This design comes from an exercise in tuning for small area, a short achievable clock period and few clock cycles on the open sky130 flow, not from production work. The RTL was checked by simulation tests, not by an equivalence proof against the original design. The flow treats the clock pin as an ideal source, which a real chip does not have.

Setup of job 101:
## mips
module mips(
    input  logic        clk, reset,
    output logic [31:0] pc,          
    input  logic [31:0] instr,       
    output logic        memwrite,    
    output logic [31:0] dataadr,     
    output logic [31:0] writedata,   
    input  logic [31:0] readdata     
);
    localparam logic [5:0] OP_R = 6'h00, OP_J = 6'h02, OP_BEQ = 6'h04,
                           OP_ADDI = 6'h08, OP_LW = 6'h23, OP_SW = 6'h2B;
    logic        d_valid;
    logic [31:0] d_instr;
    logic        e_wr, e_load, e_store, e_beq;    
    logic [4:0]  e_dest;
    logic [31:0] e_a, e_b;                        
    logic [31:0] e_bi;                            
    logic        e_inv;
    logic        e_fwda, e_fwdb, e_fwdbi;         
    logic        e_fwdb_l;                        
    logic        e_and, e_or, e_slt;
    logic        e_mov;                           
    logic [31:0] e_btarget;
    logic        m_wr, m_load;
    logic [4:0]  m_dest;
    logic [31:0] m_res, m_wd;
    logic [31:0] pc4, pcnext, btarget_d;
    logic        redirect_e, redirect_d, stall_d, jump_f, take_f;
    assign pc4    = pc + 32'd4;
    assign jump_f = (instr[31:26] == OP_J);
    assign take_f = jump_f;
    logic [31:0] pcnext_e;
    logic        sel_f;
    assign pcnext_e = redirect_e ? e_btarget :
                      redirect_d ? btarget_d :
                      stall_d    ? pc : pc4;
    assign sel_f    = take_f & !redirect_e & !redirect_d & !stall_d;
    assign pcnext   = sel_f ? {pc4[31:28], instr[25:0], 2'b00} : pcnext_e;
    always_ff @(posedge clk, posedge reset)
        if (reset) pc <= 32'd0;
        else       pc <= {pcnext[31:2], 2'b00};    
    always_ff @(posedge clk, posedge reset)
        if (reset) d_valid <= 1'b0;
        else if (redirect_e | redirect_d) d_valid <= 1'b0;
        else if (!stall_d) d_valid <= !take_f;
  ...
Settings: LEC_CHECK=0, CAP_MARGIN=20, CORE_MARGIN=2, CORE_UTILIZATION=44, PLACE_DENSITY=0.5, SLEW_MARGIN=20; clock period 11.0 ns.
standard.sh (not shown) runs the stock make flow with config.mk's settings and CLKGATE_MAP_FILE= SYNTH_SCRIPT=/design/flow/synth_recipe.tcl, a recipe that flattens the netlist after the stock synthesis.
==> flow/flow/run.sh <==
#!/bin/bash
# Standard ORFS layout with: a stronger setup repair target (plus a second repair
# pass after CTS), plain port buffers, and a clock tree of larger sink clusters
# without dummy loads.
set -euo pipefail
bash standard.sh \
  SETUP_SLACK_MARGIN=7.3 \
  "BUFFER_PORTS_ARGS=-buffer_cell sky130_fd_sc_hd__buf_2" \
  "CTS_ARGS=-sink_clustering_enable -repair_clock_nets -dont_use_dummy_load -sink_clustering_size 24 -sink_clustering_max_diameter 100 -buf_list sky130_fd_sc_hd__clkbuf_16" \
  "POST_CTS_TCL=$PWD/flow/post_cts.tcl" \
  finish > standard.log 2>&1
==> flow/flow/post_cts.tcl <==
# Extra setup repair after clock tree synthesis: a second repair_timing pass
# that may change cell footprints, then legalise the placement again.
estimate_parasitics -placement
repair_timing -setup -setup_margin 7.3 -repair_tns 100 -verbose
detailed_placement
check_placement -verbose
estimate_parasitics -placement
report_worst_slack
Having completed the whole flow, job 101 delivered a layout that passed the timing, DRC and antenna checks.
Testbench counts of job 101, summed over its fixed seeds: cycles 19,752.
--- input diff job 101..job 102 ---
diff --git a/flow/flow/run.sh b/flow/flow/run.sh
--- a/flow/flow/run.sh
+++ b/flow/flow/run.sh
@@ -5,5 +5,5 @@
 set -euo pipefail
 bash standard.sh \
-  SETUP_SLACK_MARGIN=7.3 \
+  SETUP_SLACK_MARGIN=7.5 \
   "BUFFER_PORTS_ARGS=-buffer_cell sky130_fd_sc_hd__buf_2" \
   "CTS_ARGS=-sink_clustering_enable -repair_clock_nets -dont_use_dummy_load -sink_clustering_size 24 -sink_clustering_max_diameter 100 -buf_list sky130_fd_sc_hd__clkbuf_16" \
==> flow/flow/post_cts.tcl <==
# Extra setup repair after clock tree synthesis: a second repair_timing pass
# that may change cell footprints, then legalise the placement again.
estimate_parasitics -placement
repair_timing -setup -setup_margin 7.5 -repair_tns 100 -verbose
detailed_placement
check_placement -verbose
estimate_parasitics -placement
report_worst_slack
--- outcome ---
- Summary of job 102 over job 101: peak clock frequency supported by timing increased 5.1%; global-route usage went up; maximum fanout along the worst path now sits higher.
- The flow did not stop early for job 102: all stages ran, and the layout cleared the timing, DRC and antenna checks.
- A type of the worst setup path of in -> reg is what job 101 shows, while reg -> reg belongs to job 102.
- Compared with job 101, in job 102 final design area excluding fillers up 1400 um^2; least setup slack across all paths after layout up 0.18 ns.
- Compared with job 101, placement density in the core of job 102 is higher.
- Job 101 vs job 102, timing endpoint of the critical path: rf.rf[15][22]$_DFFE_PP_ vs e_bi[19]$_DFF_P_
- Proportion of cell area spent on the clock network: job 101 vs job 102 — no meaningful difference
What job 103 does differently from job 102 at the input level:
diff --git a/flow/flow/run.sh b/flow/flow/run.sh
--- a/flow/flow/run.sh
+++ b/flow/flow/run.sh
@@ -5,5 +5,5 @@
 set -euo pipefail
 bash standard.sh \
-  SETUP_SLACK_MARGIN=7.5 \
+  SETUP_SLACK_MARGIN=7.7 \
   "BUFFER_PORTS_ARGS=-buffer_cell sky130_fd_sc_hd__buf_2" \
   "CTS_ARGS=-sink_clustering_enable -repair_clock_nets -dont_use_dummy_load -sink_clustering_size 24 -sink_clustering_max_diameter 100 -buf_list sky130_fd_sc_hd__clkbuf_16" \
==> flow/flow/post_cts.tcl <==
# Extra setup repair after clock tree synthesis: a second repair_timing pass
# that may change cell footprints, then legalise the placement again.
estimate_parasitics -placement
repair_timing -setup -setup_margin 7.7 -repair_tns 100 -verbose
detailed_placement
check_placement -verbose
estimate_parasitics -placement
report_worst_slack
Findings:
Job 103 has completed all stages; timing, DRC and antenna checks passed.
Area of the multi-input gates, job 103 and job 102, higher one = job 103.
For non-clock buffer count, dividing the value from job 103 by the value from job 102 gives 1.2.
Compared to job 102, job 103 leaves less free space in the core.
Going from job 102 to job 103, global-route wire length before repair shrinks by 2300 um.
Here is what was changed in the inputs of job 104 compared with job 103.
diff --git a/flow/flow/run.sh b/flow/flow/run.sh
--- a/flow/flow/run.sh
+++ b/flow/flow/run.sh
@@ -5,5 +5,5 @@
 set -euo pipefail
 bash standard.sh \
-  SETUP_SLACK_MARGIN=7.7 \
+  SETUP_SLACK_MARGIN=7.5 \
   "BUFFER_PORTS_ARGS=-buffer_cell sky130_fd_sc_hd__buf_2" \
   "CTS_ARGS=-sink_clustering_enable -repair_clock_nets -dont_use_dummy_load -sink_clustering_size 24 -sink_clustering_max_diameter 100 -buf_list sky130_fd_sc_hd__clkbuf_16" \
==> flow/flow/post_cts.tcl <==
# Extra setup repair after clock tree synthesis: a second repair_timing pass
# that may change cell footprints, then legalise the placement again.
estimate_parasitics -placement
repair_timing -setup -setup_margin 7.5 -repair_tns 100 -verbose
detailed_placement
check_placement -verbose
estimate_parasitics -placement
report_worst_slack
diff --git a/flow/config.mk b/flow/config.mk
--- a/flow/config.mk
+++ b/flow/config.mk
@@ -8,5 +8,5 @@
 export CAP_MARGIN = 20
 export CORE_MARGIN = 2
-export CORE_UTILIZATION = 44
-export PLACE_DENSITY = 0.5
+export CORE_UTILIZATION = 48
+export PLACE_DENSITY = 0.56
 export SLEW_MARGIN = 20
## What came out
Any difference in required time at the worst-slack endpoint between job 103 and job 104 is small enough to ignore. met3 capacity usage during global routing sits higher in job 104 than in job 103. Utilization after layout ends up higher on job 104. Comparing job 103 and job 104, area growth from synthesis to layout is higher on job 103. Run comparison: job 104 critical path launch point d_instr[18]$_DFFE_PN_; job 103 critical path launch point instr[30]. On routed wire length, job 104 does better than job 103. Diff job 104..job 103 | gate count after technology mapping | negligible.

## static timing again, ports no longer ideal
No port has a modelled driver above. Below, the same layouts with a new extraction and two added sets of constraints.
Step 1 sets driving cells, clkbuf_16 on the clock port and buf_2 on the other inputs (assumed; they add their load-dependent delay and slew).
Step 2, shift: input delay + t, output delay - t, t = (earliest + latest rising clock arrival at the registers) / 2. This alone moves slack from input paths to output paths.
Slacks: ideal ports / drivers / drivers and shift; pairs: ideal ports / drivers.
run	shift t [ns]	setup slack, ns	hold slack, ns	worst setup path after step 2
job 101	0.822	7.228 / 7.243 / 6.473	0.392 / 0.392 / 0.392	input to register
job 102	0.810	7.412 / 7.412 / 6.646	0.397 / 0.397 / 0.397	input to register
job 103	0.795	7.433 / 7.438 / 6.673	0.408 / 0.408 / 0.408	input to register
job 104	0.802	7.361 / 7.361 / 6.632	0.402 / 0.402 / 0.402	input to register
After both steps every run listed still meets setup and hold. The setup slack of job 102, which loses most, moves by 0.000 ns with the drivers and by -0.766 ns with both steps.
